This design comes from an exercise in tuning for small area and a short achievable clock period on the open sky130 flow, not from production work. The RTL was checked by simulation tests, not by an equivalence proof against the original design. Power and IR drop assume default switching activity.

### flow/design.v
module fifo #(
    parameter LENGTH = 32,
    parameter WIDTH  = 16
) (
    input logic reset_i,
    input logic clk_i,
    input logic read_en,
    input logic write_en,
    input logic [WIDTH-1:0] data_i,
    output logic empty_o,
    output logic full_o,
    output logic [WIDTH-1:0] data_o
);
  localparam LO = 4;
  localparam HI = LENGTH / LO;
  logic [LO-1:0] lo;
  logic [HI-1:0] hi;
  logic nonempty_r, full_r;
  logic [WIDTH-1:0] mem [LENGTH-1:0];
  wire rd = read_en & nonempty_r;
  wire wr = write_en & ~full_r;
  wire one_left = lo[0] & hi[0];           
  wire one_free = lo[LO-2] & hi[HI-1];     
  assign empty_o = ~nonempty_r | reset_i;
  assign full_o  = full_r & ~reset_i;
  logic [WIDTH-1:0] rdata;
  always_comb begin
    rdata = '0;
    for (int j = 0; j < HI; j++)
      for (int i = 0; i < LO; i++)
        rdata = rdata | (mem[LO*j+i] & {WIDTH{hi[j] & lo[i]}});
  end
  always_ff @(posedge clk_i, posedge reset_i) begin
    if (reset_i) begin
      lo         <= LO'(1) << (LO - 1);
      hi         <= HI'(1) << (HI - 1);
      nonempty_r <= 1'b0;
      full_r     <= 1'b0;
      data_o     <= 0;
    end else begin
      if (rd) data_o <= rdata;
      if (wr & ~rd) begin
        lo <= {lo[LO-2:0], lo[LO-1]};
        if (lo[LO-1]) hi <= {hi[HI-2:0], hi[HI-1]};
      end else if (rd & ~wr) begin
        lo <= {lo[0], lo[LO-1:1]};
        if (lo[0]) hi <= {hi[0], hi[HI-1:1]};
      end
      nonempty_r <= wr | (nonempty_r & ~(rd & one_left));
      full_r     <= ~rd & (full_r | (wr & one_free));
    end
  end
  always_ff @(posedge clk_i) begin
    if (wr) begin
      mem[0] <= data_i;
      for (int i = 1; i < LENGTH; i++) mem[i] <= mem[i-1];
    end
  end
endmodule
### flow/flow/run.sh
#!/bin/bash
bash standard.sh MATCH_CELL_FOOTPRINT=0 "BUFFER_PORTS_ARGS=-buffer_cell sky130_fd_sc_hd__buf_4" \
  "CTS_ARGS=-sink_clustering_enable -repair_clock_nets -dont_use_dummy_load -sink_clustering_size 24 -sink_clustering_max_diameter 80" \
  finish > standard.log 2>&1
### flow/standard.sh
#!/bin/bash
# synth_recipe.tcl (not shown) runs the flow's synth.tcl, then flattens the netlist and writes it again
# the make line also repeats each setting of config.mk as NAME=value (left out here)
make -C /OpenROAD-flow-scripts/flow DESIGN_CONFIG=/design/flow/config.mk WORK_HOME=/design/flow/orfs CLKGATE_MAP_FILE= SYNTH_SCRIPT=/design/flow/synth_recipe.tcl "${@:-finish}"
### flow/config.mk
export PLATFORM = sky130hd
export DESIGN_NAME = fifo
export DESIGN_NICKNAME = fifo
export VERILOG_FILES = /design/flow/design.v
export SDC_FILE = /design/flow/constraint.sdc
export NUM_CORES = 4
export LEC_CHECK = 0
export CAP_MARGIN = 20
export CORE_MARGIN = 2
export CORE_UTILIZATION = 60
export GPL_TIMING_DRIVEN = 1
export SETUP_SLACK_MARGIN = 2.05
export SLEW_MARGIN = 20
### flow/constraint.sdc
create_clock -name core_clock -period 4.0 [get_ports {clk_i}]
set_input_delay 0.8000 -clock core_clock [delete_from_list [all_inputs] [get_ports {clk_i}]]
set_output_delay 0.8000 -clock core_clock [all_outputs]
set_load 0.01 [all_outputs]
==> impl_metrics.toml, run 1 <==
[route]
vias = 11200
dr.pass1.iters = 5
viasPerCell = 6.88
route.detailed.drc = 0
drt_wl_total_mm = 47.0
antenna_left = 0
wl_per_cell_um = 28.9
drt_iter0_drc = 1647

[finish]
diodes = 0
final_layout_size_suffix_gt1_frac = 0.124
multi_input_comb_area_sq_um = 3410
seq_area_sq_um = 16200
nets = 1206
final.fill_count = 2205
final_cell_area_sq_um = 21900
syn_to_final_growth_pct = 9.81

[sta]
setup_violations = 0
setup_tns_ns = 0
worst_pin_slew_ns = 0.873
period_minus_slack_ns = 1.99
hold_viol_final = 0
timing.fmax_mhz = 502
rsz0062_at_grt = "true"
slew_violations = 0
slew_headroom = 0.418
timing.final.crit_share = 0.498
skew_ns = 0.0197

[floorplanning]
io_pins = 38
die_y_um = 186
die_w_um = 186
rows = 66
start_util = 0.610
design.core.area_sq_um = 32600
dieArea_sq_um = 34600

[worst_setup_path]
reg2reg_depth = 4
slowest_stage = "dfrtp_1"
max_stage_delay_ns = 0.38
critPathLaunchType = "flip-flop"
cp.depth = 2
setup.worst_path.end_class = "primary output"
path_class = "flip-flop to primary output"
cp_max_fo = 2
cp.required_ns = 3.20
crit_chain = "nor2b_1 -> buf_4"
arrival_ns = 1.19
crit_buf_inv = 1
critical-path-top-delay-family = "flip-flops"

[logic_synthesis]
synth_fa_ha_area_frac = 0.00126
synthMuxAreaShare = 0.00553
syn_inst = 1140
synth_area_sq_um = 19900
synth-edff-count = 512
yosys_register_bits = 542
synthSimpleGateAreaFrac = 0.0334
avgSynthCellArea_sq_um = 17.5
synth-compound-area-share = 0.129
synth_top_family_by_area = "compound AO/OA/AOI/OAI gates"
ys.flop_type = "edfxtp_1"
syn_nets = 1162
synthXorXnorAreaFrac = 0
synth.yosys.seq_area_share = 0.810
synth_async_sr_flop_share = 0.0554
synth_warnings = 2
synth.distinct_cells = 39

[power_and_ir_drop]
p_leak_nw = 7.33
p_comb_frac = 0.258
p_switching_mw = 5.07
peakVddDrop_uv = 649
swShare = 0.325
p_int_mw = 10.5
power.share.clock = 0.178
seq_power_share = 0.564
fin_total_pwr_mw = 15.6
power_per_cell_area_nw_per_um2 = 713

[clock_network]
numCtsBuffers = 26
clock_path_buffers = 3
clock_latency_ns = 0.56
htreeDepth = 1
cts_tree = "done"
cts_sinks = 542
root_buffer = "clkbuf_16"
postCtsHoldBufs = 0
path_clk_slew_ns = 0.10

[place]
numPortBuffers = 37
hpwlAfterDp_mm = 24.1
place_congestion = 0.780
placed_area_sq_um = 20700

[global_route]
grt_pass1_vias = 10800
overflow = 0
antenna_found_initial = 0
grt_max_degree = 166
grt_pass1_wl_mm = 68.0
grt_use_total = 0.269

[status]
status = "timing/DRC/antenna clean"

[hold_path]
whs_path_depth = 1
hp-class = "input pin to flip-flop"

[flow_run]
max-cap-violations = 0
-- per-stage QoR --
stage	cells	util	hold WS, ns	worst slack, ns
floorplan	1140	-	0.419	-5.84
global placement	1562	0.633	0.429	1.01
detailed placement	1563	0.634	0.433	0.981
CTS	1606	0.663	0.377	1.97
global route	1624	0.670	0.378	1.96
finish	1624	0.670	0.402	2.01
-- layout by cell type, fill, tap and decap left out, types with 24 or more instances in the layout --
master       n
edfxtp_1   512
a22oi_1    177
buf_4       58
nand3_1     50
nor2_1      37
a21oi_1     35
clkbuf_16   29
o22ai_1     27
nand2_1     26
a222oi_1    24
buf_6       24
-- cell families (layout without fill, tap and decap cells) --
logic type	after synthesis	count (layout)
AOI/OAI and AO/OA	348	348
adders and majority gates	2	2
buffers and inverters	94	136
DFF	542	542
muxes	11	11
and+or+nand+nor	143	143
-- cells in the mapped netlist, types with 5 or more instances --
master	n	share of area
a221oi_1	5	0.0022
dfrtp_1	28	0.035
nand2_1	27	0.0051
nor3_1	6	0.0015
o22ai_1	27	0.0085
edfxtp_1	512	0.77
mux2i_1	11	0.0055
buf_1	21	0.0040
nand4_1	9	0.0028
o21ai_0	9	0.0023
a211oi_1	9	0.0034
nor2_1	37	0.0070
inv_1	10	0.0019
buf_2	25	0.0063
nor4_1	8	0.0025
clkbuf_1	30	0.0057
a22o_1	23	0.010
a222oi_1	24	0.012
nand3_1	50	0.013
a22oi_1	177	0.067
a21oi_1	35	0.0088
o211ai_1	6	0.0023
a31oi_1	22	0.0069
-- final cells by class --
| cell class | count | share of cell area |
|---|---|---|
| repair inverters | 1 | 0.000229 |
| flip-flops and latches | 542 | 0.739 |
| repair buffers | 95 | 0.0464 |
| well taps | 442 | 0.0253 |
| clock buffers | 26 | 0.0298 |
| multi-input cells | 504 | 0.156 |
| inverters | 14 | 0.00309 |
-- worst register-to-register path: cells and delay by family (launching register included) --
| kind | cells | cell delay [ns] |
|---|---|---|
| buf+inv | 3 | 0.83 |
| flops | 1 | 0.38 |
| simple gates | 1 | 0.16 |
-- per-layer routing --
layer / part of all wire / wire length [um] / up-vias / global-route usage
li1: - / - / 4770 / -
met1: 0.43 / 20100 / 5748 / 0.422
met2: 0.45 / 21100 / 599 / 0.397
met3: 0.10 / 4870 / 64 / 0.0551
met4: 0.019 / 907 / 0 / 0.0554
met5: 0 / 0 / - / 0
-- state kept, by name, indices dropped and copies added (netlist names) --
signal / flops
data_o: 16
full_r: 1
hi: 8
lo: 4
mem: 512
nonempty_r: 1
-- power by group through the flow --
stage	Sequential (mW)	Clock [mW]	Combinational (mW)
after detailed placement	9.04	0	3.34
after floorplan	8.76	0	2.42
after CTS	8.83	2.83	3.74
after global routing	8.92	3.00	4.29
final	8.79	2.77	4.02
after global placement	9.02	0	3.29
-- worst paths after layout --
| kind | slack (ns) | to | from |
|---|---|---|---|
| max in group asynchronous | 3.04 | hi[0] | reset_i |
| min in group asynchronous | 0.51 | data_o[10] | reset_i |
| hold / removal | 0.40 | mem[0][15] | data_i[15] |
| hold reg to reg | 0.44 | mem[18][2] | mem[17][2] |
| setup / recovery | 2.01 | full_o | full_r |
| setup reg to reg | 2.04 | mem[7][12] | full_r |
-- what timing repair did --
action	4_1_cts	5_1_grt
gates resized for setup	27	15
setup endpoints to repair	527	200
pin swaps	1	5
cloned	2	0
setup buffers	15	18
==> run 2: changes to the inputs <==
--- a/flow/config.mk
+++ b/flow/config.mk
@@ -9,4 +9,3 @@
 export CORE_MARGIN = 2
-export CORE_UTILIZATION = 60
-export GPL_TIMING_DRIVEN = 1
+export CORE_UTILIZATION = 72
 export SETUP_SLACK_MARGIN = 2.05
==> run 2 against run 1 <==
Combinational power hardly changed. Largest power group unchanged. Clock skew is 0.0080 ns higher. Core utilization is 13 points higher. Still clean. Synthesized cell count stayed put.
==> impl_metrics.toml, run 2 <==
[logic_synthesis]
synth-edff-count = 512
ys.flop_type = "edfxtp_1"
synthTopCellsByArea = "edfxtp_1 (77%), a22oi_1 (6.7%), dfrtp_1 (3.5%)"
synth_top_cell_area_share = 0.772
syn_inst = 1140
synth.yosys.seq_area_share = 0.810
synthSimpleGateAreaFrac = 0.0334
synth_fa_ha_area_frac = 0.00126
synthMuxAreaShare = 0.00553
synth_area_sq_um = 19900
yosysMostFrequentCell = "edfxtp_1"
synthTopCellsByCount = "edfxtp_1 (512), a22oi_1 (177), nand3_1 (50), nor2_1 (37), a21oi_1 (35)"
synth_warnings = 2
synth_async_sr_flop_share = 0.0554
yosys_register_bits = 542
synthXorXnorAreaFrac = 0
syn_nets = 1162
synth_top_family_by_area = "compound AO/OA/AOI/OAI gates"
avgSynthCellArea_sq_um = 17.5
synth.distinct_cells = 39
synth-compound-area-share = 0.129
synth_top_area_cell = "edfxtp_1"

[sta]
timing.final.crit_share = 0.502
worst_pin_slew_ns = 0.806
worst_slack_ns = 1.99
skew_ns = 0.0277
slew_violations = 0
timing.fmax_mhz = 498
slew_headroom = 0.463
setup_tns_ns = 0
hold_viol_final = 0
period_minus_slack_ns = 2.01
rsz0062_at_grt = "true"
timing.hold.ws_ns = 0.402
setup_violations = 0

[finish]
final_layout_size_suffix_gt1_frac = 0.127
fin_util = 0.802
final_cell_area_sq_um = 21700
largest_register_ffs = 512
final_common_cell = "edfxtp_1"
diodes = 0
nets = 1207
syn_to_final_growth_pct = 8.93
stdcell_count = 1524
biggestRegsByFlops = "mem x512, data_o x16, hi x8"
most-common-layout-cells = "edfxtp_1 (512), a22oi_1 (177), buf_4 (65), nand3_1 (50), nor2_1 (37)"
top_register = "mem"

[worst_setup_path]
setup.worst_path.end_class = "primary output"
cp_max_fo = 2
path_class = "flip-flop to primary output"
arrival_ns = 1.21
cp.required_ns = 3.20
critPathLaunchType = "flip-flop"

[route]
wl_per_cell_um = 30.3
drt_wl_total_mm = 46.2
dr.pass1.iters = 6
viasPerCell = 7.58
route.detailed.drc = 0
drt_iter0_drc = 2024
vias = 11500
antenna_left = 0

[clock_network]
htreeDepth = 1
postCtsHoldBufs = 0
path_clk_slew_ns = 0.09
numCtsBuffers = 26
root_buffer = "clkbuf_16"
clock_path_buffers = 3
cts_tree = "done"
clock_latency_ns = 0.57
cts_sinks = 542

[power_and_ir_drop]
power_per_cell_area_nw_per_um2 = 717
peakVddDrop_uv = 572
fin_total_pwr_mw = 15.5
p_leak_nw = 7.31

[place]
place_congestion = 0.798
placed_area_sq_um = 20500
dp_slack_ns = 1.12
post-place-cells = 1460
hpwlAfterDp_mm = 24.4
numPortBuffers = 37

[global_route]
overflow = 0
antenna_found_initial = 0
grt_pass1_vias = 11200
grt_use_total = 0.325
grt_pass1_wl_mm = 68.4
grt_max_degree = 160

[floorplanning]
dieArea_sq_um = 29000
die_w_um = 170
start_util = 0.736
io_pins = 38
die_y_um = 170
design.core.area_sq_um = 27000
rows = 60

[status]
status = "timing/DRC/antenna clean"

[flow_run]
max-cap-violations = 0

[hold_path]
hp-class = "input pin to flip-flop"
-- run 2: path summary, 6_finish.rpt --
kind                             from         end  slack (ns)  cells after the start
max                            full_r      full_o        1.99                      2
min                         data_i[7]   mem[0][7]        0.40                      1
max reg2reg                     lo[1]   data_o[1]        2.09                      5
min reg2reg                mem[20][2]  mem[21][2]        0.45                      0
max in group asynchronous     reset_i       hi[1]        3.14                      3
min in group asynchronous     reset_i  nonempty_r        0.42                      3
-- run 2: per-layer routing --
metal,vias to the layer above,global-route usage,share of wire
met1,5778,0.494,0.39
li1,4776,-,-
met3,118,0.0581,0.12
met4,0,0.122,0.037
met5,-,0,0
met2,874,0.483,0.45
-- run 2: report_power, final --
part	total (mW)	internal (mW)	switching [mW]	leakage (nW)
Combinational	4.04	1.36	2.68	1.76
Sequential	8.75	7.96	0.791	5.23
Clock	2.74	1.16	1.58	0.320
Total	15.5	10.5	5.05	7.31
-- run 2: repair_timing --
item                                   4_1_cts  5_1_grt
resized for setup                           32       10
buffers inserted                            24       13
endpoints found under the hold margin        0        0
setup endpoints to repair                  533      147
pin swaps                                    1        2
cloned                                       1        0
-- run 2: layout make-up --
cell class                 instances  area [sq um]
clock buffer                      26           651
fill                            1388          5350
sequential                       542         16200
multi-input combinational        504          3400
tap                              341           427
timing repair buffer              97           967
inverter                          14          71.3
-- run 2: worst max-delay path, stage by stage (launching register included) --
cell     delay, ns
dfrtp_1       0.39
nor2b_1       0.13
buf_4         0.13
-- run 2: kinds of logic after synthesis --
group	after synthesis
DFF	542
AOI/OAI and AO/OA	348
buffers and inverters	94
muxes	11
adders and majority gates	2
and+or+nand+nor	143
==> run 3: changes to the inputs <==
--- a/flow/config.mk
+++ b/flow/config.mk
@@ -9,3 +9,3 @@
 export CORE_MARGIN = 2
-export CORE_UTILIZATION = 72
+export CORE_UTILIZATION = 60
 export SETUP_SLACK_MARGIN = 2.05
==> run 3 against run 2 <==
Synthesized area stayed put. Hold slack hardly changed. Critical path depth stayed put. Routed wire length is 1.6% higher. Sequential share of layout area is 0.61 points lower. Core utilization is 13 points lower. First-iteration DRC count is 19% lower. Non-clock buffer count is 2 lower. Via count is 3.2% lower. Combinational power hardly changed. Critical endpoint unchanged. Clock skew is 0.0080 ns lower.
==> impl_metrics.toml, run 3 <==
[worst_setup_path]
crit_buf_inv = 1
critPathLaunchType = "flip-flop"
path_class = "flip-flop to primary output"
arrival_ns = 1.19
critical-path-top-delay-family = "flip-flops"
max_stage_delay_ns = 0.38
cp_max_fo = 2
crit_chain = "nor2b_1 -> buf_4"
cp.required_ns = 3.20
setup.worst_path.end_class = "primary output"
slowest_stage = "dfrtp_1"

[sta]
hold_viol_final = 0
slew_headroom = 0.418
worst_slack_ns = 2.01
rsz0062_at_grt = "true"
timing.fmax_mhz = 502
skew_ns = 0.0197
setup_tns_ns = 0
worst_pin_slew_ns = 0.873
slew_violations = 0
setup_violations = 0
timing.final.crit_share = 0.498
period_minus_slack_ns = 1.99

[logic_synthesis]
syn_inst = 1140
synth.yosys.seq_area_share = 0.810
yosys_register_bits = 542
ys.flop_type = "edfxtp_1"
synth-edff-count = 512
synthTopCellsByCount = "edfxtp_1 (512), a22oi_1 (177), nand3_1 (50), nor2_1 (37), a21oi_1 (35)"
syn_nets = 1162
yosysMostFrequentCell = "edfxtp_1"
synth_async_sr_flop_share = 0.0554
synth_area_sq_um = 19900
synth_top_area_cell = "edfxtp_1"
avgSynthCellArea_sq_um = 17.5
synth_top_cell_area_share = 0.772
synth_warnings = 2
synth.distinct_cells = 39
synthTopCellsByArea = "edfxtp_1 (77%), a22oi_1 (6.7%), dfrtp_1 (3.5%)"

[route]
antenna_left = 0
dr.pass1.iters = 5
route.detailed.drc = 0
vias = 11200
wl_per_cell_um = 28.9
drt_iter0_drc = 1647
drt_wl_total_mm = 47.0
viasPerCell = 6.88

[finish]
multi_input_comb_area_sq_um = 3410
syn_to_final_growth_pct = 9.81
diodes = 0
nets = 1206
final_cell_area_sq_um = 21900
seq_area_sq_um = 16200
fin_util = 0.670
final_common_cell = "edfxtp_1"
top_register = "mem"
biggestRegsByFlops = "mem x512, data_o x16, hi x8"
most-common-layout-cells = "edfxtp_1 (512), a22oi_1 (177), buf_4 (58), nand3_1 (50), nor2_1 (37)"
largest_register_ffs = 512
final.fill_count = 2205
final_layout_size_suffix_gt1_frac = 0.124

[place]
place_congestion = 0.780
hpwlAfterDp_mm = 24.1
numPortBuffers = 37
placed_area_sq_um = 20700
dp_slack_ns = 0.981

[global_route]
antenna_found_initial = 0
use_met3 = 0.0551
grtUsageMet2 = 0.397
grt_pass1_vias = 10800
grt_max_degree = 166
overflow = 0
grt_pass1_wl_mm = 68.0
grt_use_total = 0.269
use_met1 = 0.422
grt_busiest_layer = "met1"

[floorplanning]
start_util = 0.610
die_y_um = 186
dieArea_sq_um = 34600
rows = 66
die_w_um = 186
io_pins = 38
design.core.area_sq_um = 32600

[hold_path]
hp-class = "input pin to flip-flop"

[status]
status = "timing/DRC/antenna clean"

[flow_run]
max-cap-violations = 0

[power_and_ir_drop]
power_per_cell_area_nw_per_um2 = 713
peakVddDrop_uv = 649
p_leak_nw = 7.33

[clock_network]
path_clk_slew_ns = 0.10
root_buffer = "clkbuf_16"
clock_path_buffers = 3
clock_latency_ns = 0.56
cts_tree = "done"
htreeDepth = 1
cts_sinks = 542
numCtsBuffers = 26
postCtsHoldBufs = 0
[run 3: cell counts after synthesis]
Identical to the previous run, type by type.
[run 3: per-layer routing]
metal / vias up / share of wire / wire length [um]
met1: 5748 / 0.43 / 20100
met2: 599 / 0.45 / 21100
met4: 0 / 0.019 / 907
li1: 4770 / - / -
met5: - / 0 / 0
met3: 64 / 0.10 / 4870
[run 3: logic make-up after synthesis]
family / synth area share
DFF: 0.810
buffers and inverters: 0.0208
and+or+nand+nor: 0.0334
AOI/OAI and AO/OA: 0.129
adders and majority gates: 0.00126
muxes: 0.00553
[run 3: area by class of cell]
class,count,share of cell area
Timing Repair Buffer,95,0.0464
Sequential cell,542,0.739
Inverter,14,0.00309
Clock buffer,26,0.0298
Multi-Input combinational cell,504,0.156
Timing Repair inverter,1,0.000229
Tap cell,442,0.0253
[run 3: final timing paths]
check / start / to / slack, ns / cells after the start
worst max-delay path: full_r / full_o / 2.01 / 2
worst max register to register: full_r / mem[7][12] / 2.04 / 4
worst min-delay path: data_i[15] / mem[0][15] / 0.40 / 1
min in group asynchronous: reset_i / data_o[10] / 0.51 / 4
max in group asynchronous: reset_i / hi[0] / 3.04 / 4
worst min register to register: mem[17][2] / mem[18][2] / 0.44 / 0
[run 3: metrics by stage]
step	power, mW	instances	hold slack [ns]
CTS	15.4	1606	0.377
floorplan	11.2	1140	0.419
global route	16.2	1624	0.378
finish	15.6	1624	0.402
detailed placement	12.4	1563	0.433
global placement	12.3	1562	0.429
[run 3: where the power goes]
group | leakage [nW] | internal, mW | switching (mW)
clock network | 0.320 | 1.16 | 1.61
logic | 1.78 | 1.39 | 2.63
registers | 5.23 | 7.96 | 0.824
total | 7.33 | 10.5 | 5.07
[run 3: what timing repair did]
action / CTS / global route
setup endpoints to repair: 527 / 200
setup buffers: 15 / 18
gates cloned: 2 / 0
pin swaps: 1 / 5
resized for setup: 27 / 15
==> run 4: changes to the inputs <==
==> flow/flow/run.sh (replaced) <==
#!/bin/bash
bash standard.sh MATCH_CELL_FOOTPRINT=0 "BUFFER_PORTS_ARGS=-buffer_cell sky130_fd_sc_hd__buf_4" \
  "CTS_ARGS=-sink_clustering_enable -repair_clock_nets -dont_use_dummy_load -sink_clustering_size 32 -sink_clustering_max_diameter 100" \
  finish > standard.log 2>&1
==> run 4 against run 3 <==
First-iteration DRC count fell by 2.8%. Combinational power about the same. Largest power group unchanged. Clock power decreased by about 10%. Die area unchanged. Critical path depth did not move. Maximum frequency about the same. Clock-buffer cell count is 6 lower. Non-clock buffer count increased by 4. Via count grew 0.50%. Largest cell class unchanged. Synthesized area is the same. Flip-flop and latch count unchanged. Still clean on timing, DRC and antenna.
==> impl_metrics.toml, run 4 <==
[logic_synthesis]
synth.distinct_cells = 39
yosysMostFrequentCell = "edfxtp_1"
yosys_register_bits = 542
synth_top_area_cell = "edfxtp_1"
synthXorXnorAreaFrac = 0
synth_async_sr_flop_share = 0.0554
synth_fa_ha_area_frac = 0.00126
synth-compound-area-share = 0.129
synth_area_sq_um = 19900
synthSimpleGateAreaFrac = 0.0334
synth-edff-count = 512
synthTopCellsByArea = "edfxtp_1 (77%), a22oi_1 (6.7%), dfrtp_1 (3.5%)"
avgSynthCellArea_sq_um = 17.5
synth_top_family_by_area = "compound AO/OA/AOI/OAI gates"
syn_nets = 1162
syn_inst = 1140
synth_warnings = 2
synthMuxAreaShare = 0.00553
synthTopCellsByCount = "edfxtp_1 (512), a22oi_1 (177), nand3_1 (50), nor2_1 (37), a21oi_1 (35)"
ys.flop_type = "edfxtp_1"
synth_top_cell_area_share = 0.772
synth.yosys.seq_area_share = 0.810

[power_and_ir_drop]
p_leak_nw = 7.26
peakVddDrop_uv = 731
fin_total_pwr_mw = 15.3
power_per_cell_area_nw_per_um2 = 704

[place]
numPortBuffers = 37
placed_area_sq_um = 20700
place_congestion = 0.780
hpwlAfterDp_mm = 24.1
dp_slack_ns = 0.981

[route]
dr.pass1.iters = 6
wl_per_cell_um = 29.0
drt_iter0_drc = 1601
antenna_left = 0
drt_wl_total_mm = 47.0
viasPerCell = 6.93
route.detailed.drc = 0
vias = 11200

[clock_network]
postCtsHoldBufs = 0
path_clk_slew_ns = 0.12
numCtsBuffers = 20
cts_tree = "done"
cts_sinks = 542
root_buffer = "clkbuf_16"
clock_latency_ns = 0.56
clock_path_buffers = 3
htreeDepth = 1

[sta]
slew_violations = 0
timing.fmax_mhz = 502
timing.hold.ws_ns = 0.413
slew_headroom = 0.395
period_minus_slack_ns = 1.99
skew_ns = 0.0260
setup_violations = 0
timing.final.crit_share = 0.498
hold_viol_final = 0
worst_slack_ns = 2.01
worst_pin_slew_ns = 0.908
rsz0062_at_grt = "true"

[worst_setup_path]
path_class = "flip-flop to primary output"
crit_buf_inv = 1
critical-path-top-delay-family = "flip-flops"
arrival_ns = 1.19
max_stage_delay_ns = 0.39
slowest_stage = "dfrtp_1"
cp_max_fo = 2
cp.required_ns = 3.20
critPathLaunchType = "flip-flop"
crit_chain = "nor2b_1 -> buf_4"
setup.worst_path.end_class = "primary output"

[finish]
final.fill_count = 2212
largest_register_ffs = 512
most-common-layout-cells = "edfxtp_1 (512), a22oi_1 (175), buf_4 (65), nand3_1 (50), nor2_1 (37)"
biggestRegsByFlops = "mem x512, data_o x16, hi x8"
diodes = 0
final_layout_size_suffix_gt1_frac = 0.125
syn_to_final_growth_pct = 9.29
nets = 1204
final_common_cell = "edfxtp_1"
top_register = "mem"
final_cell_area_sq_um = 21800

[flow_run]
max-cap-violations = 0

[global_route]
antenna_found_initial = 0
grt_use_total = 0.269
grt_max_degree = 166
grt_pass1_wl_mm = 68.0
grt_pass1_vias = 10800
overflow = 0

[floorplanning]
design.core.area_sq_um = 32600
rows = 66
start_util = 0.610
die_y_um = 186
io_pins = 38
die_w_um = 186
dieArea_sq_um = 34600

[hold_path]
hp-class = "input pin to flip-flop"

[status]
status = "timing/DRC/antenna clean"
[run 4: cell count changes in the layout (fill, tap and decap cells not counted), moves of 2 or more]
cell       change
buf_6          -5
a22oi_1        -2
a22oi_2        +2
clkbuf_16      -7
buf_4          +7
[run 4: worst paths after layout]
kind	to	depth (start not counted)	slack, ns	start
min in group asynchronous	nonempty_r	5	0.59	reset_i
setup / recovery	full_o	2	2.01	full_r
hold reg to reg	mem[30][11]	0	0.44	mem[29][11]
setup reg to reg	mem[6][3]	4	2.02	full_r
hold / removal	mem[0][15]	1	0.41	data_i[15]
max in group asynchronous	hi[4]	5	2.95	reset_i
[run 4: logic make-up (layout without fill, tap and decap cells)]
kind of cell / Yosys count / in the layout
AO/OA/AOI/OAI: 348 / 348
adder cells (fa/ha/maj): 2 / 2
buffers and inverters: 94 / 134
flip-flops: 542 / 542
multiplexers: 11 / 11
AND/OR/NAND/NOR: 143 / 143
[run 4: final cells by class]
class	instances	area, sq um	area share
clock buffer	20	500	0.0230
inverter	14	71.3	0.00328
multi-input combinational	504	3420	0.157
sequential	542	16200	0.743
tap	442	553	0.0254
timing repair buffer	99	1040	0.0479
timing repair inverter	1	5.00	0.000230
[run 4: metrics by stage]
| stage | std cells | TNS [ns] | util |
|---|---|---|---|
| 5_1_grt | 1622 | 0 | 0.667 |
| 3_5_place_dp | 1563 | 0 | 0.634 |
| 4_1_cts | 1600 | 0 | 0.658 |
| 3_3_place_gp | 1562 | 0 | 0.633 |
| 6_report | 1622 | 0 | 0.667 |
| 2_1_floorplan | 1140 | -2615.02 | - |
[run 4: repair_timing]
| action | in CTS | in global routing |
|---|---|---|
| endpoints found under the setup margin | 522 | 197 |
| pin swaps | 0 | 6 |
| buffers inserted | 15 | 22 |
| gates resized for setup | 22 | 23 |
| gates cloned | 2 | 0 |
[run 4: power breakdown]
part	switching (mW)	internal (mW)	total, mW
combinational	2.64	1.41	4.05
sequential	0.825	7.96	8.78
clock	1.57	0.912	2.48
total	5.04	10.3	15.3
[run 4: worst reg2reg max path, cell delays in order, from the launching register on]
cell and delay (ns):
dfrtp_1 0.39, buf_4 0.13, nand2b_4 0.16, clkinvlp_4 0.18, buf_16 0.49
[run 4: routing by layer]
layer,GRT usage,wire [um]
met1,0.420,20000
met2,0.399,21200
met3,0.0561,4860
met4,0.0570,887
met5,0,0
==> run 5: changes to the inputs <==
==> flow/flow/run.sh (replaced) <==
#!/bin/bash
bash standard.sh MATCH_CELL_FOOTPRINT=0 "BUFFER_PORTS_ARGS=-buffer_cell sky130_fd_sc_hd__buf_4" \
  "CTS_ARGS=-sink_clustering_enable -repair_clock_nets -dont_use_dummy_load -sink_clustering_size 16 -sink_clustering_max_diameter 60 -buf_list sky130_fd_sc_hd__clkbuf_8" \
  finish > standard.log 2>&1
==> run 5 against run 4 <==
First-iteration DRC count down 3.6%. Final cell count up 1.4%. Core utilization up 0.24 points. Global-route usage up 0.26 points. Via count up 0.93%. Combinational power about the same. Setup slack worse by 0.038 ns. Critical path depth unchanged. Highest routed layer unchanged.
==> impl_metrics.toml, run 5 <==
[logic_synthesis]
synth_top_area_cell = "edfxtp_1"
avgSynthCellArea_sq_um = 17.5
synth.yosys.seq_area_share = 0.810
synth-edff-count = 512
synth.distinct_cells = 39
synth_top_cell_area_share = 0.772
syn_inst = 1140
synthTopCellsByCount = "edfxtp_1 (512), a22oi_1 (177), nand3_1 (50), nor2_1 (37), a21oi_1 (35)"
synthTopCellsByArea = "edfxtp_1 (77%), a22oi_1 (6.7%), dfrtp_1 (3.5%)"
syn_nets = 1162
synth_area_sq_um = 19900
synth_warnings = 2
synth_async_sr_flop_share = 0.0554
yosys_register_bits = 542
ys.flop_type = "edfxtp_1"
yosysMostFrequentCell = "edfxtp_1"

[clock_network]
clock_latency_ns = 0.60
cts_tree = "done"
numCtsBuffers = 40
clock_path_buffers = 3
cts_sinks = 542
htreeDepth = 2
root_buffer = "clkbuf_8"
path_clk_slew_ns = 0.10
postCtsHoldBufs = 0

[floorplanning]
die_w_um = 186
rows = 66
start_util = 0.610
design.core.area_sq_um = 32600
dieArea_sq_um = 34600
die_y_um = 186
io_pins = 38

[power_and_ir_drop]
power.share.clock = 0.165
swShare = 0.332
peakVddDrop_uv = 657
p_int_mw = 10.3
power_per_cell_area_nw_per_um2 = 706
seq_power_share = 0.571
p_comb_frac = 0.264
fin_total_pwr_mw = 15.4
p_switching_mw = 5.11
p_leak_nw = 7.32

[sta]
worst_slack_ns = 1.97
worst_pin_slew_ns = 1.08
hold_viol_final = 0
setup_violations = 0
slew_violations = 0
timing.final.crit_share = 0.508
skew_ns = 0.0391
timing.fmax_mhz = 493
rsz0062_at_grt = "true"
slew_headroom = 0.278
period_minus_slack_ns = 2.03

[worst_setup_path]
path_class = "flip-flop to primary output"
r2r_end = "mem[27][11]"
arrival_ns = 1.23
critPathLaunchType = "flip-flop"
cp-startpoint = "full_r"
reg2reg_depth = 3
cp_max_fo = 3
regToRegSetupSlack_ns = 1.99
reg2reg_from = "full_r"
setup.worst_path.end_class = "primary output"
cp.required_ns = 3.20

[route]
dr.pass1.iters = 6
antenna_left = 0
drt_wl_total_mm = 47.3
route.detailed.drc = 0
wl_per_cell_um = 28.7
drt_iter0_drc = 1543
viasPerCell = 6.89
vias = 11300

[global_route]
grt_use_total = 0.272
overflow = 0
grt_pass1_wl_mm = 68.4
antenna_found_initial = 0
grt_pass1_vias = 11000
grt_max_degree = 205

[flow_run]
max-cap-violations = 0

[finish]
top_register = "mem"
most-common-layout-cells = "edfxtp_1 (512), a22oi_1 (176), buf_4 (63), nand3_1 (50), clkbuf_8 (40)"
syn_to_final_growth_pct = 9.68
diodes = 0
fin_util = 0.669
final_common_cell = "edfxtp_1"
largest_register_ffs = 512
final_layout_size_suffix_gt1_frac = 0.142
nets = 1227
biggestRegsByFlops = "mem x512, data_o x16, hi x8"

[hold_path]
whs_endpoint = "mem[0][13]"
whs_path_depth = 1
worst_hold_startpoint = "data_i[13]"
hp-class = "input pin to flip-flop"

[place]
hpwlAfterDp_mm = 24.1
numPortBuffers = 37
place_congestion = 0.780
dp_slack_ns = 0.981

[status]
status = "timing/DRC/antenna clean"
## run 5: worst max-delay path by stage
stage / slack (ns) / to / cells past startpoint
finish: 1.97 / full_o / 2
global route: 1.92 / full_o / 2
CTS: 1.95 / full_o / 2
detailed placement: 0.98 / hi[4] / 8
global placement: 1.01 / hi[2] / 7
floorplan: -5.84 / hi[1] / 8
## run 5: cells by family (layout without fill, tap and decap cells)
kind of cell,Yosys count,count (layout),share of synthesized area
AND/OR/NAND/NOR,143,143,0.0334
buffers and inverters,94,156,0.0208
flip-flops,542,542,0.810
multiplexers,11,11,0.00553
adder cells (fa/ha/maj),2,2,0.00126
AO/OA/AOI/OAI,348,349,0.129
## run 5: worst max-delay path: stages, from the launching register on
cell and delay [ns]:
dfrtp_1 0.40, nor2b_1 0.13, buf_4 0.13
## run 5: timing repair
action                     in CTS  in global routing
gates resized for setup        30                 18
buffers inserted               18                 22
setup endpoints to repair     532                404
pin swaps                       1                  4
gates cloned                    1                  1
## run 5: cell type report
class | count | area (sq um)
Timing Repair Buffer | 101 | 1060
Inverter | 14 | 71.3
Multi-Input combinational cell | 505 | 3430
Tap cell | 442 | 553
Sequential cell | 542 | 16200
Timing Repair inverter | 1 | 5.00
Fill cell | 2220 | 10800
Clock buffer | 40 | 551
## run 5: per-layer routing
layer,up-vias,share of wire,global-route usage
met5,-,0,0
met4,0,0.022,0.0753
met3,72,0.097,0.0594
met2,618,0.45,0.397
met1,5848,0.43,0.419
li1,4804,-,-
## run 5: metrics by stage
stage | TNS [ns] | std cells | area [sq um] | hold WS, ns
6_report | 0 | 1645 | 21800 | 0.378
5_1_grt | 0 | 1645 | 21800 | 0.353
4_1_cts | 0 | 1622 | 21500 | 0.345
3_5_place_dp | 0 | 1563 | 20700 | 0.433
3_3_place_gp | 0 | 1562 | 20600 | 0.429
2_1_floorplan | -2615.02 | 1140 | 20000 | 0.419
## run 5: power groups by stage
stage / registers, mW / clock network [mW] / logic (mW)
floorplan: 8.76 / 0 / 2.42
global placement: 9.02 / 0 / 3.29
detailed placement: 9.04 / 0 / 3.34
finish: 8.79 / 2.54 / 4.07
global route: 8.92 / 2.77 / 4.33
CTS: 8.82 / 2.60 / 3.75
==> run 6: changes to the inputs <==
==> flow/flow/run.sh (replaced) <==
#!/bin/bash
bash standard.sh MATCH_CELL_FOOTPRINT=0 "BUFFER_PORTS_ARGS=-buffer_cell sky130_fd_sc_hd__buf_2" \
  "CTS_ARGS=-sink_clustering_enable -repair_clock_nets -dont_use_dummy_load -sink_clustering_size 24 -sink_clustering_max_diameter 80" \
  finish > standard.log 2>&1
==> run 6 against run 5 <==
Still clean. Final cell count fell by 0.79%. Global-route usage increased by 0.48 points. Die area stayed put. Flip-flop and latch count did not move. Clock power increased by 11%. Register-to-register slack better by 0.11 ns. Clock-buffer cell count decreased by 13. Synthesized area stayed put. Sequential power is essentially flat. Sequential share of layout area decreased by 0.086 points. Cell area rose by 0.15%. Via count is essentially flat. Critical path type unchanged. Highest routed layer unchanged.
==> impl_metrics.toml, run 6 <==
[status]
status = "timing/DRC/antenna clean"

[floorplanning]
die_w_um = 186
die_y_um = 186
rows = 66
dieArea_sq_um = 34600
start_util = 0.610
design.core.area_sq_um = 32600
io_pins = 38

[hold_path]
hp-class = "input pin to flip-flop"

[route]
vias = 11400
viasPerCell = 6.96
antenna_left = 0
drt_iter0_drc = 1498
wl_per_cell_um = 29.3
route.detailed.drc = 0
dr.pass1.iters = 7
drt_wl_total_mm = 47.8

[clock_network]
htreeDepth = 1
postCtsHoldBufs = 0
numCtsBuffers = 27
cts_tree = "done"
clock_path_buffers = 3
root_buffer = "clkbuf_16"
clock_latency_ns = 0.57
path_clk_slew_ns = 0.09
cts_sinks = 542

[global_route]
grt_use_total = 0.277
antenna_found_initial = 0
grt_pass1_wl_mm = 69.5
grt_pass1_vias = 10800
overflow = 0
grt_max_degree = 163

[logic_synthesis]
yosysMostFrequentCell = "edfxtp_1"
synth_area_sq_um = 19900
synth-edff-count = 512
synth_top_cell_area_share = 0.772
synth_async_sr_flop_share = 0.0554
yosys_register_bits = 542
syn_inst = 1140
ys.flop_type = "edfxtp_1"
synth.distinct_cells = 39
syn_nets = 1162
synth_top_area_cell = "edfxtp_1"
synthTopCellsByCount = "edfxtp_1 (512), a22oi_1 (177), nand3_1 (50), nor2_1 (37), a21oi_1 (35)"
synthTopCellsByArea = "edfxtp_1 (77%), a22oi_1 (6.7%), dfrtp_1 (3.5%)"
synth_warnings = 2
avgSynthCellArea_sq_um = 17.5
synth.yosys.seq_area_share = 0.810

[power_and_ir_drop]
fin_total_pwr_mw = 15.7
peakVddDrop_uv = 454
p_leak_nw = 7.32
power_per_cell_area_nw_per_um2 = 717

[sta]
timing.final.crit_share = 0.510
slew_violations = 0
hold_viol_final = 0
timing.fmax_mhz = 490
skew_ns = 0.0321
period_minus_slack_ns = 2.04
worst_pin_slew_ns = 0.772
slew_headroom = 0.485
rsz0062_at_grt = "true"
setup_violations = 0

[finish]
syn_to_final_growth_pct = 9.85
multi_input_comb_area_sq_um = 3400
final_cell_area_sq_um = 21900
largest_register_ffs = 512
final_common_cell = "edfxtp_1"
most-common-layout-cells = "edfxtp_1 (512), a22oi_1 (177), nand3_1 (50), buf_4 (38), nor2_1 (37)"
top_register = "mem"
biggestRegsByFlops = "mem x512, data_o x16, hi x8"
final_layout_size_suffix_gt1_frac = 0.130
nets = 1214
seq_area_sq_um = 16200
final.fill_count = 2164
diodes = 0

[place]
placed_area_sq_um = 20600
numPortBuffers = 37
place_congestion = 0.761
hpwlAfterDp_mm = 24.4

[worst_setup_path]
setup.worst_path.end_class = "primary output"
cp_max_fo = 3
crit_chain = "nor2b_1 -> buf_2"
cp.required_ns = 3.20
max_stage_delay_ns = 0.41
arrival_ns = 1.24
critPathLaunchType = "flip-flop"
path_class = "flip-flop to primary output"
slowest_stage = "dfrtp_1"

[flow_run]
max-cap-violations = 0
-- run 6: cell counts after synthesis --
No cell type changed its count.
-- run 6: logic make-up (layout without fill, tap and decap cells) --
family | after synthesis | count (layout) | share of synthesized area
adder cells (fa/ha/maj) | 2 | 2 | 0.00126
AND/OR/NAND/NOR | 143 | 143 | 0.0334
flip-flops | 542 | 542 | 0.810
buffers and inverters | 94 | 144 | 0.0208
AO/OA/AOI/OAI | 348 | 348 | 0.129
multiplexers | 11 | 11 | 0.00553
-- run 6: timing repair --
action,CTS,global route
cloned,2,1
endpoints found under the hold margin,0,0
pin swaps,2,2
resized for setup,30,13
setup endpoints to repair,475,270
setup buffers,22,15
-- run 6: cell type report --
type / instances / share of cell area
Timing Repair inverter: 1 / 0.000229
Clock buffer: 27 / 0.0309
Timing Repair Buffer: 102 / 0.0452
Inverter: 14 / 0.00343
Sequential cell: 542 / 0.739
Multi-Input combinational cell: 504 / 0.156
Tap cell: 442 / 0.0253
-- run 6: report_power, final --
group / leakage [nW] / internal [mW] / switching (mW)
Sequential: 5.23 / 7.96 / 0.814
Combinational: 1.75 / 1.39 / 2.68
Clock: 0.333 / 1.20 / 1.63
-- run 6: path summary, 6_finish.rpt --
| kind | start | endpoint | slack [ns] | depth (start not counted) |
|---|---|---|---|---|
| worst max register to register | lo[3] | data_o[1] | 2.10 | 5 |
| min in group asynchronous | reset_i | hi[3] | 0.44 | 3 |
| worst max-delay path | full_r | full_o | 1.96 | 2 |
| worst min register to register | mem[9][1] | mem[10][1] | 0.43 | 0 |
| worst min-delay path | data_i[6] | mem[0][6] | 0.39 | 1 |
| max in group asynchronous | reset_i | hi[0] | 3.10 | 3 |
-- run 6: per-layer routing --
layer  wire, um  track usage  vias up
li1           -            -     4791
met1      20500        0.436     5861
met2      21300        0.408      635
met3       4870       0.0500       65
met4       1090       0.0636        0
met5          0            0        -
-- run 6: critical path, delay by kind of cell, from the launching register on --
kind,cells,cell delay [ns]
flops,1,0.41
simple gates,1,0.13
buf+inv,1,0.13
-- run 6: stage by stage --
stage / setup TNS [ns] / hold WS [ns] / setup WS, ns / utilization / instances
finish: 0 / 0.391 / 1.96 / 0.670 / 1632
global route: 0 / 0.379 / 1.89 / 0.670 / 1632
CTS: 0 / 0.371 / 1.94 / 0.663 / 1616
detailed placement: 0 / 0.432 / 1.00 / 0.630 / 1565
global placement: 0 / 0.427 / 1.05 / 0.630 / 1565
floorplan: -2615.02 / 0.419 / -5.84 / - / 1140
==> run 7: changes to the inputs <==
--- a/flow/design.v
+++ b/flow/design.v
@@ -23,4 +23,4 @@
   wire one_free = lo[LO-2] & hi[HI-1];     
-  assign empty_o = ~nonempty_r | reset_i;
-  assign full_o  = full_r & ~reset_i;
+  assign empty_o = ~nonempty_r;
+  assign full_o  = full_r;
   logic [WIDTH-1:0] rdata;
==> flow/flow/run.sh (replaced) <==
#!/bin/bash
bash standard.sh MATCH_CELL_FOOTPRINT=0 "BUFFER_PORTS_ARGS=-buffer_cell sky130_fd_sc_hd__buf_4" \
  "CTS_ARGS=-sink_clustering_enable -repair_clock_nets -dont_use_dummy_load -sink_clustering_size 24 -sink_clustering_max_diameter 80" \
  finish > standard.log 2>&1
--- a/flow/config.mk
+++ b/flow/config.mk
@@ -10,3 +10,3 @@
 export CORE_UTILIZATION = 60
-export SETUP_SLACK_MARGIN = 2.05
+export SETUP_SLACK_MARGIN = 2.12
 export SLEW_MARGIN = 20
==> run 7 against run 6 <==
Sequential share of layout area down 0.31 points. First-iteration DRC count is 12% higher. Critical path depth down 1. Combinational power down 5.2%. Global-route usage is 1.0 points lower. Cell area rose by 0.37%. Critical path type unchanged. Highest routed layer unchanged.
==> impl_metrics.toml, run 7 <==
[status]
status = "timing/DRC/antenna clean"

[logic_synthesis]
synth_top_area_cell = "edfxtp_1"
synth.distinct_cells = 32
synth_area_sq_um = 19900
avgSynthCellArea_sq_um = 17.1
syn_nets = 1185
synthTopCellsByCount = "edfxtp_1 (512), a22oi_1 (184), nand3_1 (57), a21oi_1 (52), nor2_1 (44)"
synthTopCellsByArea = "edfxtp_1 (77%), a22oi_1 (6.9%), dfrtp_1 (3.5%)"
synth.yosys.seq_area_share = 0.809
synth_top_cell_area_share = 0.771
ys.flop_type = "edfxtp_1"
yosysMostFrequentCell = "edfxtp_1"
syn_inst = 1163
synth_warnings = 2
yosys_register_bits = 542
synth_async_sr_flop_share = 0.0554
synth-edff-count = 512

[global_route]
grt_pass1_vias = 11000
antenna_found_initial = 0
grt_use_total = 0.266
grt_max_degree = 179
overflow = 0
grt_pass1_wl_mm = 69.6

[power_and_ir_drop]
power_per_cell_area_nw_per_um2 = 699
p_leak_nw = 7.36
peakVddDrop_uv = 473
fin_total_pwr_mw = 15.3

[worst_setup_path]
path_class = "flip-flop to primary output"
cp-startpoint = "data_o[0]"
critical-path-top-delay-family = "flip-flops"
max_stage_delay_ns = 0.43
critPathLaunchType = "flip-flop"
slowest_stage = "dfrtp_1"
setup.worst_path.end_class = "primary output"
cp.required_ns = 3.20
cp_max_fo = 2
crit_chain = "buf_6"
reg2reg_from = "full_r"
crit_buf_inv = 1
arrival_ns = 1.13

[route]
viasPerCell = 6.84
wl_per_cell_um = 28.5
dr.pass1.iters = 5
antenna_left = 0
drt_iter0_drc = 1672
vias = 11200
route.detailed.drc = 0
drt_wl_total_mm = 46.9

[clock_network]
path_clk_slew_ns = 0.10
root_buffer = "clkbuf_16"
numCtsBuffers = 26
clock_path_buffers = 3
htreeDepth = 1
cts_tree = "done"
clock_latency_ns = 0.57
cts_sinks = 542
postCtsHoldBufs = 0

[sta]
hold_viol_final = 0
worst_pin_slew_ns = 1.00
rsz0062_at_grt = "true"
skew_ns = 0.0166
period_minus_slack_ns = 1.93
setup_violations = 0
slew_headroom = 0.331
timing.hold.ws_ns = 0.403
slew_violations = 0
timing.final.crit_share = 0.482
timing.fmax_mhz = 519

[place]
post-place-cells = 1579
place_congestion = 0.759
hpwlAfterDp_mm = 23.9
numPortBuffers = 37

[flow_run]
max-cap-violations = 0

[finish]
largest_register_ffs = 512
diodes = 0
final_layout_size_suffix_gt1_frac = 0.126
nets = 1225
most-common-layout-cells = "edfxtp_1 (512), a22oi_1 (182), nand3_1 (57), buf_4 (53), a21oi_1 (52)"
stdcell_count = 1643
top_register = "mem"
final_common_cell = "edfxtp_1"
final.fill_count = 2181
syn_to_final_growth_pct = 10.0
biggestRegsByFlops = "mem x512, data_o x16, hi x8"

[floorplanning]
dieArea_sq_um = 34700
design.core.area_sq_um = 32600
io_pins = 38
die_w_um = 186
start_util = 0.611
die_y_um = 186
rows = 66

[hold_path]
worst_hold_startpoint = "data_i[9]"
hp-class = "input pin to flip-flop"
-- run 7: timing repair --
item | CTS | global route
setup endpoints to repair | 115 | 495
buffers inserted | 30 | 8
pin swaps | 1 | 6
resized for setup | 50 | 24
-- run 7: layer usage --
layer | wire [um] | GRT usage | vias to the layer above
li1 | - | - | 4818
met1 | 20200 | 0.421 | 5811
met2 | 21700 | 0.402 | 553
met3 | 4220 | 0.0397 | 62
met4 | 807 | 0.0526 | 0
met5 | 0 | 0 | -
-- run 7: report_power, final --
part / leakage, nW / internal (mW) / switching [mW]
Combinational: 1.81 / 1.34 / 2.52
Clock: 0.320 / 1.16 / 1.63
Sequential: 5.23 / 7.93 / 0.742
-- run 7: area by class of cell --
class	instances	area, sq um	area share
clock buffers	26	651	0.0296
repair buffers	95	1030	0.0469
multi-input cells	522	3460	0.158
flip-flops and latches	542	16200	0.736
inverters	16	90.1	0.00411
well taps	442	553	0.0252
-- run 7: kinds of logic (layout without fill, tap and decap cells) --
logic type | after synthesis | in the layout | share of synthesized area
AOI/OAI and AO/OA | 352 | 352 | 0.126
adders and majority gates | 2 | 2 | 0.00125
buffers and inverters | 99 | 137 | 0.0209
DFF | 542 | 542 | 0.809
muxes | 11 | 11 | 0.00552
and+or+nand+nor | 157 | 157 | 0.0376
-- run 7: through the flow --
stage / TNS [ns] / area [sq um] / worst slack, ns / utilization
after floorplan: -2614.71 / 20000 / -5.84 / -
after global placement: 0 / 20600 / 1.25 / 0.632
after detailed placement: 0 / 20600 / 1.21 / 0.632
after CTS: 0 / 21700 / 2.05 / 0.667
after global routing: 0 / 21900 / 2.01 / 0.673
final: 0 / 21900 / 2.07 / 0.673
-- run 7: path summary, 6_finish.rpt --
path	endpoint	slack [ns]	cells past startpoint
setup / recovery	data_o[0]	2.07	1
hold reg to reg	mem[28][12]	0.45	0
setup reg to reg	mem[8][6]	2.09	3
max in group asynchronous	lo[0]	2.79	2
min in group asynchronous	data_o[4]	0.47	2
hold / removal	mem[0][9]	0.40	1
==> run 8: changes to the inputs <==
--- a/flow/config.mk
+++ b/flow/config.mk
@@ -10,3 +10,3 @@
 export CORE_UTILIZATION = 60
-export SETUP_SLACK_MARGIN = 2.12
-export SLEW_MARGIN = 20
+export SETUP_SLACK_MARGIN = 2.1
+export SLEW_MARGIN = 60
==> run 8 against run 7 <==
Core utilization increased by 0.23 points. Final cell count decreased by 0.12%. Via count increased by 0.80%. Die area unchanged. Setup slack got worse by 0.0039 ns. Critical endpoint unchanged. Still clean on timing, DRC and antenna. Highest routed layer unchanged. First-iteration DRC count increased by 13%.
==> impl_metrics.toml, run 8 <==
[power_and_ir_drop]
p_switching_mw = 4.88
swShare = 0.318
seq_power_share = 0.564
p_int_mw = 10.5
power_per_cell_area_nw_per_um2 = 698
p_leak_nw = 7.43
p_comb_frac = 0.251
power.share.clock = 0.185
fin_total_pwr_mw = 15.4
peakVddDrop_uv = 469

[sta]
worst_pin_slew_ns = 0.605
slew_headroom = 0.597
hold_viol_final = 0
skew_ns = 0.0324
setup_violations = 0
rsz0062_at_grt = "true"
timing.fmax_mhz = 518
setup_tns_ns = 0
slew_violations = 0
period_minus_slack_ns = 1.93
timing.final.crit_share = 0.483

[worst_setup_path]
crit_chain = "buf_6"
max_stage_delay_ns = 0.43
path_class = "flip-flop to primary output"
reg2reg_from = "hi[6]"
critical-path-top-delay-family = "flip-flops"
cp-startpoint = "data_o[0]"
r2r_end = "data_o[13]"
cp.depth = 1
cp_max_fo = 2
critPathCapture = "data_o[0]"
regToRegSetupSlack_ns = 2.12
reg2reg_depth = 5
setup.worst_path.end_class = "primary output"
cp.required_ns = 3.20
arrival_ns = 1.13
critPathLaunchType = "flip-flop"
slowest_stage = "dfrtp_1"
crit_buf_inv = 1

[logic_synthesis]
synth.distinct_cells = 32
yosys_register_bits = 542
synth_fa_ha_area_frac = 0.00125
synth_top_family_by_area = "compound AO/OA/AOI/OAI gates"
synth_async_sr_flop_share = 0.0554
synthTopCellsByCount = "edfxtp_1 (512), a22oi_1 (184), nand3_1 (57), a21oi_1 (52), nor2_1 (44)"
synth_top_cell_area_share = 0.771
synthMuxAreaShare = 0.00552
synth.yosys.seq_area_share = 0.809
syn_inst = 1163
ys.flop_type = "edfxtp_1"
synthXorXnorAreaFrac = 0
synth-edff-count = 512
yosysMostFrequentCell = "edfxtp_1"
synth_top_area_cell = "edfxtp_1"
synth_warnings = 2
synth-compound-area-share = 0.126
synthSimpleGateAreaFrac = 0.0376
synthTopCellsByArea = "edfxtp_1 (77%), a22oi_1 (6.9%), dfrtp_1 (3.5%)"
syn_nets = 1185
avgSynthCellArea_sq_um = 17.1
synth_area_sq_um = 19900

[route]
drt_iter0_drc = 1882
wl_per_cell_um = 28.3
viasPerCell = 6.91
route.detailed.drc = 0
dr.pass1.iters = 5
drt_wl_total_mm = 46.5
antenna_left = 0
vias = 11300

[clock_network]
root_buffer = "clkbuf_16"
clock_latency_ns = 0.56
cts_tree = "done"
clock_path_buffers = 3
numCtsBuffers = 27
htreeDepth = 1
path_clk_slew_ns = 0.10
postCtsHoldBufs = 0
cts_sinks = 542

[floorplanning]
die_y_um = 186
design.core.area_sq_um = 32600
die_w_um = 186
rows = 66
dieArea_sq_um = 34700
io_pins = 38
start_util = 0.611

[place]
placed_area_sq_um = 20800
post-place-cells = 1583
place_congestion = 0.759
hpwlAfterDp_mm = 24.3
numPortBuffers = 37

[finish]
final.fill_count = 2149
top_register = "mem"
final_layout_size_suffix_gt1_frac = 0.123
nets = 1223
largest_register_ffs = 512
biggestRegsByFlops = "mem x512, data_o x16, hi x8"
final_common_cell = "edfxtp_1"
most-common-layout-cells = "edfxtp_1 (512), a22oi_1 (183), nand3_1 (57), a21oi_1 (52), nor2_1 (44)"
diodes = 0
final_cell_area_sq_um = 22000
syn_to_final_growth_pct = 10.4
stdcell_count = 1641

[global_route]
antenna_found_initial = 0
grt_max_degree = 71
grt_pass1_wl_mm = 69.4
overflow = 0
grt_use_total = 0.265
grt_pass1_vias = 10900

[flow_run]
max-cap-violations = 0

[status]
status = "timing/DRC/antenna clean"

[hold_path]
hp-class = "input pin to asynchronous set/reset pin"
[run 8: cell counts after synthesis]
No cell type changed its count.
[run 8: routing by layer]
layer / track usage / part of all wire
met1: 0.428 / 0.44
met2: 0.396 / 0.45
met3: 0.0303 / 0.092
met4: 0.0582 / 0.020
met5: 0 / 0
[run 8: power groups by stage]
stage                     clock (mW)  sequential (mW)  combinational, mW
after floorplan                    0             8.73               2.33
after global placement             0             8.85               3.22
after detailed placement           0             8.87               3.33
after CTS                       2.90             8.69               3.64
after global routing            3.07             8.80               4.13
final                           2.84             8.67               3.85
[run 8: per-stage QoR]
step / setup slack, ns / util / hold WS, ns
after global routing: 2.00 / 0.675 / 0.235
after detailed placement: 1.38 / 0.637 / 0.433
final: 2.07 / 0.675 / 0.238
after floorplan: -5.84 / - / 0.426
after global placement: 1.25 / 0.632 / 0.429
after CTS: 2.04 / 0.669 / 0.232
[run 8: kinds of logic (layout without fill, tap and decap cells)]
| family | count (synthesis) | count (layout) |
|---|---|---|
| compound gates | 352 | 352 |
| fa+ha+maj | 2 | 2 |
| buf+inv | 99 | 135 |
| flops | 542 | 542 |
| mux | 11 | 11 |
| simple gates | 157 | 157 |
[run 8: how the worst min path moves through the flow]
stage	startpoint	to	cells past startpoint
floorplan	mem[9][1]	mem[10][1]	0
global placement	mem[28][0]	mem[29][0]	0
detailed placement	mem[10][10]	mem[11][10]	0
CTS	reset_i	data_o[4]	2
global route	reset_i	data_o[4]	2
finish	reset_i	data_o[4]	2
[run 8: final cells by class]
| class | count | area, sq um | area share |
|---|---|---|---|
| clock buffer | 27 | 676 | 0.0307 |
| sequential | 542 | 16200 | 0.734 |
| inverter | 16 | 70.1 | 0.00318 |
| tap | 442 | 553 | 0.0251 |
| multi-input combinational | 522 | 3450 | 0.157 |
| timing repair buffer | 92 | 1120 | 0.0507 |
[run 8: timing repair]
| action | CTS | global route |
|---|---|---|
| setup endpoints to repair | 185 | 154 |
| gates cloned | 2 | 2 |
| pin swaps | 0 | 6 |
| resized for setup | 29 | 13 |
| buffers inserted | 16 | 10 |
==> run 9: changes to the inputs <==
--- a/flow/flow/run.sh
+++ b/flow/flow/run.sh
@@ -3,2 +3,3 @@
   "CTS_ARGS=-sink_clustering_enable -repair_clock_nets -dont_use_dummy_load -sink_clustering_size 24 -sink_clustering_max_diameter 80" \
+  "PRE_RESIZE_TCL=$PWD/flow/fanout.tcl" \
   finish > standard.log 2>&1
==> flow/flow/fanout.tcl (new file) <==
set_max_fanout 20 [current_design]
--- a/flow/config.mk
+++ b/flow/config.mk
@@ -10,3 +10,3 @@
 export CORE_UTILIZATION = 60
-export SETUP_SLACK_MARGIN = 2.1
-export SLEW_MARGIN = 60
+export SETUP_SLACK_MARGIN = 2.05
+export SLEW_MARGIN = 20
==> run 9 against run 8 <==
Still clean on timing, DRC and antenna. Routed wire length rose by 6.3%. Synthesized cell count unchanged. Non-clock buffer count up 67. Register-to-register slack got worse by 0.08 ns. Largest power group unchanged.
==> impl_metrics.toml, run 9 <==
[clock_network]
path_clk_slew_ns = 0.10
cts_tree = "done"
htreeDepth = 1
numCtsBuffers = 27
clock_path_buffers = 3
cts_sinks = 542
clock_latency_ns = 0.57
root_buffer = "clkbuf_16"
postCtsHoldBufs = 0

[status]
status = "timing/DRC/antenna clean"

[place]
numPortBuffers = 37
post-place-cells = 1643
place_congestion = 0.759
dp_slack_ns = -1.19
hpwlAfterDp_mm = 29.2

[logic_synthesis]
synth_warnings = 2
syn_nets = 1185
synth-edff-count = 512
synthTopCellsByArea = "edfxtp_1 (77%), a22oi_1 (6.9%), dfrtp_1 (3.5%)"
synth_async_sr_flop_share = 0.0554
yosysMostFrequentCell = "edfxtp_1"
syn_inst = 1163
avgSynthCellArea_sq_um = 17.1
synthTopCellsByCount = "edfxtp_1 (512), a22oi_1 (184), nand3_1 (57), a21oi_1 (52), nor2_1 (44)"
synth.yosys.seq_area_share = 0.809
synth_top_cell_area_share = 0.771
yosys_register_bits = 542
ys.flop_type = "edfxtp_1"
synth_top_area_cell = "edfxtp_1"
synth.distinct_cells = 32
synth_area_sq_um = 19900

[route]
viasPerCell = 6.90
vias = 11800
wl_per_cell_um = 28.9
drt_iter0_drc = 1582
dr.pass1.iters = 6
antenna_left = 0
drt_wl_total_mm = 49.4
route.detailed.drc = 0

[power_and_ir_drop]
p_switching_mw = 5.08
swShare = 0.320
p_comb_frac = 0.279
power_per_cell_area_nw_per_um2 = 702
p_int_mw = 10.8
seq_power_share = 0.542
peakVddDrop_uv = 372
power.share.clock = 0.179
p_leak_nw = 7.73
fin_total_pwr_mw = 15.8

[flow_run]
max-cap-violations = 0

[sta]
worst_pin_slew_ns = 0.922
timing.hold.ws_ns = 0.364
timing.final.crit_share = 0.491
skew_ns = 0.0372
rsz0062_at_grt = "true"
worst_slack_ns = 2.04
hold_viol_final = 0
slew_violations = 0
timing.fmax_mhz = 510
slew_headroom = 0.385
setup_violations = 0
period_minus_slack_ns = 1.96

[worst_setup_path]
setup.worst_path.end_class = "flip-flop"
cp_max_fo = 12
arrival_ns = 2.41
path_class = "flip-flop to flip-flop"
critPathLaunchType = "flip-flop"
cp.required_ns = 4.45

[floorplanning]
die_w_um = 186
rows = 66
design.core.area_sq_um = 32600
die_y_um = 186
start_util = 0.611
dieArea_sq_um = 34700
io_pins = 38

[global_route]
antenna_found_initial = 0
grt_pass1_wl_mm = 71.9
overflow = 0
grt_pass1_vias = 11300
grt_use_total = 0.276
grt_max_degree = 25

[finish]
stdcell_count = 1708
final_layout_size_suffix_gt1_frac = 0.173
largest_register_ffs = 512
top_register = "mem"
diodes = 0
syn_to_final_growth_pct = 13.2
final.fill_count = 2112
fin_util = 0.692
nets = 1290
final_common_cell = "edfxtp_1"
multi_input_comb_area_sq_um = 3480
seq_area_sq_um = 16100
most-common-layout-cells = "edfxtp_1 (512), a22oi_1 (181), buf_4 (78), nand3_1 (57), a21oi_1 (52)"
biggestRegsByFlops = "mem x512, data_o x16, hi x8"

[hold_path]
hp-class = "input pin to asynchronous set/reset pin"
==> run 9: changes by cell type in the layout (fill, tap and decap cells not counted), moves of 7 or more <==
cell / before / now
buf_2: 0 / 7
clkbuf_2: 0 / 9
clkinvlp_4: 1 / 8
buf_16: 7 / 0
buf_4: 41 / 78
buf_12: 4 / 16
==> run 9: final timing paths <==
| kind | start | endpoint | slack [ns] | cells past startpoint |
|---|---|---|---|---|
| worst max-delay path | lo[1] | data_o[6] | 2.04 | 5 |
| worst min-delay path | reset_i | data_o[4] | 0.36 | 3 |
| worst max register to register | lo[1] | data_o[6] | 2.04 | 5 |
| worst min register to register | mem[1][4] | mem[2][4] | 0.43 | 0 |
| max in group asynchronous | reset_i | hi[6] | 2.47 | 4 |
| min in group core_clock | data_i[9] | mem[0][9] | 0.39 | 1 |
==> run 9: power by group through the flow <==
stage	registers, mW	clock network (mW)	logic, mW
finish	8.59	2.84	4.42
global route	8.72	3.09	4.69
floorplan	8.73	0	2.33
global placement	8.85	0	3.22
CTS	8.57	2.90	4.05
detailed placement	8.74	0	3.82
==> run 9: final cells by class <==
type                            instances  share of cell area
Timing Repair Buffer                  159              0.0724
Sequential cell                       542               0.715
Multi-Input combinational cell        522               0.154
Inverter                               16             0.00399
Tap cell                              442              0.0245
Clock buffer                           27              0.0299
==> run 9: logic make-up after synthesis <==
kind of cell / count (synthesis) / share of synthesized area
mux: 11 / 0.00552
buf+inv: 99 / 0.0209
compound gates: 352 / 0.126
simple gates: 157 / 0.0376
fa+ha+maj: 2 / 0.00125
flops: 542 / 0.809
==> run 9: routing by layer <==
layer | part of all wire | up-vias | GRT usage
met5 | 0 | - | 0
met1 | 0.42 | 6064 | 0.433
met3 | 0.10 | 82 | 0.0404
li1 | - | 4976 | -
met4 | 0.022 | 0 | 0.0631
met2 | 0.46 | 669 | 0.417
==> run 9: critical path: stages (launching register included) <==
cell and delay (ns):
dfrtp_2 0.40, inv_1 0.49, buf_4 0.40, o22ai_1 0.15, nor4_1 0.31, a31oi_1 0.12
==> run 9: metrics by stage <==
stage | setup TNS [ns] | instance area (sq um)
floorplan | -2614.71 | 20000
global placement | 0 | 20600
detailed placement | -178.16 | 21300
CTS | 0 | 22200
global route | 0 | 22600
finish | 0 | 22600
==> run 9: what timing repair did <==
item	in CTS	in global routing
cloned	2	4
pin swaps	8	20
endpoints found under the setup margin	557	289
resized for setup	281	64
setup buffers	12	20
==> run 10: changes to the inputs <==
==> flow/flow/fanout.tcl (replaced) <==
set_max_fanout 32 [current_design]
==> run 10 against run 9 <==
Global-route usage fell by 0.28 points. Clock skew fell by 0.0046 ns. Setup slack improved by 0.011 ns. Core utilization fell by 0.79 points. Power fell by 0.77%. Sequential power rose by 0.6%. Synthesized cell count did not move. Final cell count fell by 1.8%. Critical path type unchanged. Critical endpoint is now data_o[4]. Highest routed layer unchanged.
==> impl_metrics.toml, run 10 <==
[sta]
rsz0062_at_grt = "true"
period_minus_slack_ns = 1.95
skew_ns = 0.0326
timing.final.crit_share = 0.488
slew_headroom = 0.256
setup_tns_ns = 0
hold_viol_final = 0
timing.fmax_mhz = 512
setup_violations = 0
worst_pin_slew_ns = 1.11
slew_violations = 0

[clock_network]
clock_path_buffers = 3
cts_tree = "done"
cts_sinks = 542
path_clk_slew_ns = 0.10
numCtsBuffers = 27
root_buffer = "clkbuf_16"
htreeDepth = 1
clock_latency_ns = 0.57

[floorplanning]
rows = 66
die_w_um = 186
die_y_um = 186
io_pins = 38
dieArea_sq_um = 34700
design.core.area_sq_um = 32600
start_util = 0.611

[worst_setup_path]
critical-path-top-delay-family = "buffers and inverters"
cp.required_ns = 4.45
critPathLaunchType = "flip-flop"
slowest_stage = "inv_1"
crit_buf_inv = 1
max_stage_delay_ns = 0.79
setup.worst_path.end_class = "flip-flop"
cp_max_fo = 15
crit_chain = "inv_1 -> o22ai_1 -> nor4_1 -> a31oi_1"
arrival_ns = 2.40
path_class = "flip-flop to flip-flop"

[logic_synthesis]
synth.yosys.seq_area_share = 0.809
syn_nets = 1185
yosys_register_bits = 542
synth.distinct_cells = 32
synth_top_cell_area_share = 0.771
synthMuxAreaShare = 0.00552
synthSimpleGateAreaFrac = 0.0376
avgSynthCellArea_sq_um = 17.1
synth_warnings = 2
ys.flop_type = "edfxtp_1"
synth_fa_ha_area_frac = 0.00125
synthTopCellsByArea = "edfxtp_1 (77%), a22oi_1 (6.9%), dfrtp_1 (3.5%)"
synth-compound-area-share = 0.126
synthTopCellsByCount = "edfxtp_1 (512), a22oi_1 (184), nand3_1 (57), a21oi_1 (52), nor2_1 (44)"
synth-edff-count = 512
yosysMostFrequentCell = "edfxtp_1"
syn_inst = 1163
synth_top_family_by_area = "compound AO/OA/AOI/OAI gates"
synth_async_sr_flop_share = 0.0554
synth_area_sq_um = 19900
synthXorXnorAreaFrac = 0
synth_top_area_cell = "edfxtp_1"

[finish]
final.fill_count = 2139
largest_register_ffs = 512
final_cell_area_sq_um = 22300
seq_area_sq_um = 16200
top_register = "mem"
final_layout_size_suffix_gt1_frac = 0.149
nets = 1260
biggestRegsByFlops = "mem x512, data_o x16, hi x8"
final_common_cell = "edfxtp_1"
most-common-layout-cells = "edfxtp_1 (512), a22oi_1 (182), buf_4 (74), nand3_1 (57), a21oi_1 (52)"
multi_input_comb_area_sq_um = 3460
syn_to_final_growth_pct = 11.9
diodes = 0

[power_and_ir_drop]
power_per_cell_area_nw_per_um2 = 705
fin_total_pwr_mw = 15.7
p_leak_nw = 7.58
peakVddDrop_uv = 370

[place]
numPortBuffers = 37
place_congestion = 0.759
placed_area_sq_um = 20800
hpwlAfterDp_mm = 26.5

[route]
drt_iter0_drc = 1735
antenna_left = 0
vias = 11600
dr.pass1.iters = 5
drt_wl_total_mm = 48.8
route.detailed.drc = 0
viasPerCell = 6.90
wl_per_cell_um = 29.1

[global_route]
grt_use_total = 0.273
grt_pass1_vias = 11100
overflow = 0
antenna_found_initial = 0
grt_max_degree = 33
grt_pass1_wl_mm = 71.0

[status]
status = "timing/DRC/antenna clean"

[flow_run]
max-cap-violations = 0

[hold_path]
hp-class = "input pin to flip-flop"
-- run 10: path summary, 6_finish.rpt --
kind / start / end / slack [ns] / cells after the start
setup / recovery: lo[3] / data_o[4] / 2.05 / 4
hold / removal: data_i[9] / mem[0][9] / 0.40 / 1
setup reg to reg: lo[3] / data_o[4] / 2.05 / 4
hold reg to reg: mem[27][13] / mem[28][13] / 0.43 / 0
max in group asynchronous: reset_i / hi[6] / 2.73 / 2
min in group asynchronous: reset_i / data_o[4] / 0.47 / 2
-- run 10: routing by layer --
metal  track usage  up-vias  wire [um]
met3        0.0382       72       4830
met5             0        -          0
met4        0.0615        0        981
li1              -     4896          -
met1         0.434     5947      20700
met2         0.409      658      22300
-- run 10: kinds of logic (layout without fill, tap and decap cells) --
| kind of cell | count (synthesis) | after routing |
|---|---|---|
| AO/OA/AOI/OAI | 352 | 352 |
| adder cells (fa/ha/maj) | 2 | 2 |
| buffers and inverters | 99 | 172 |
| flip-flops | 542 | 542 |
| multiplexers | 11 | 11 |
| AND/OR/NAND/NOR | 157 | 157 |
-- run 10: area by class of cell --
| type | instances | share of cell area |
|---|---|---|
| repair buffers | 129 | 0.0620 |
| inverters | 16 | 0.00370 |
| multi-input cells | 522 | 0.155 |
| clock buffers | 27 | 0.0303 |
| flip-flops and latches | 542 | 0.724 |
| well taps | 442 | 0.0248 |
-- run 10: timing repair --
action / in CTS / in global routing
buffers inserted: 13 / 24
cloned: 3 / 3
pin swaps: 1 / 10
hold buffers: 0 / 0
resized for setup: 103 / 49
setup endpoints to repair: 329 / 306
-- run 10: worst reg2reg max path, stage by stage, from the launching register on --
cell	delay [ns]
dfstp_2	0.37
inv_1	0.79
o22ai_1	0.25
nor4_1	0.31
a31oi_1	0.14
-- run 10: through the flow --
| step | utilization | setup WS, ns | hold WS, ns | cells |
|---|---|---|---|---|
| finish | 0.684 | 2.05 | 0.396 | 1678 |
| global route | 0.684 | 2.02 | 0.383 | 1678 |
| CTS | 0.671 | 1.90 | 0.388 | 1651 |
| detailed placement | 0.638 | -1.00 | 0.433 | 1608 |
| global placement | 0.632 | 1.25 | 0.429 | 1579 |
| floorplan | - | -5.84 | 0.426 | 1163 |
-- run 10: report_power, final --
group,switching (mW),internal (mW),total (mW)
Combinational,2.68,1.56,4.24
Clock,1.64,1.20,2.85
Sequential,0.725,7.91,8.64
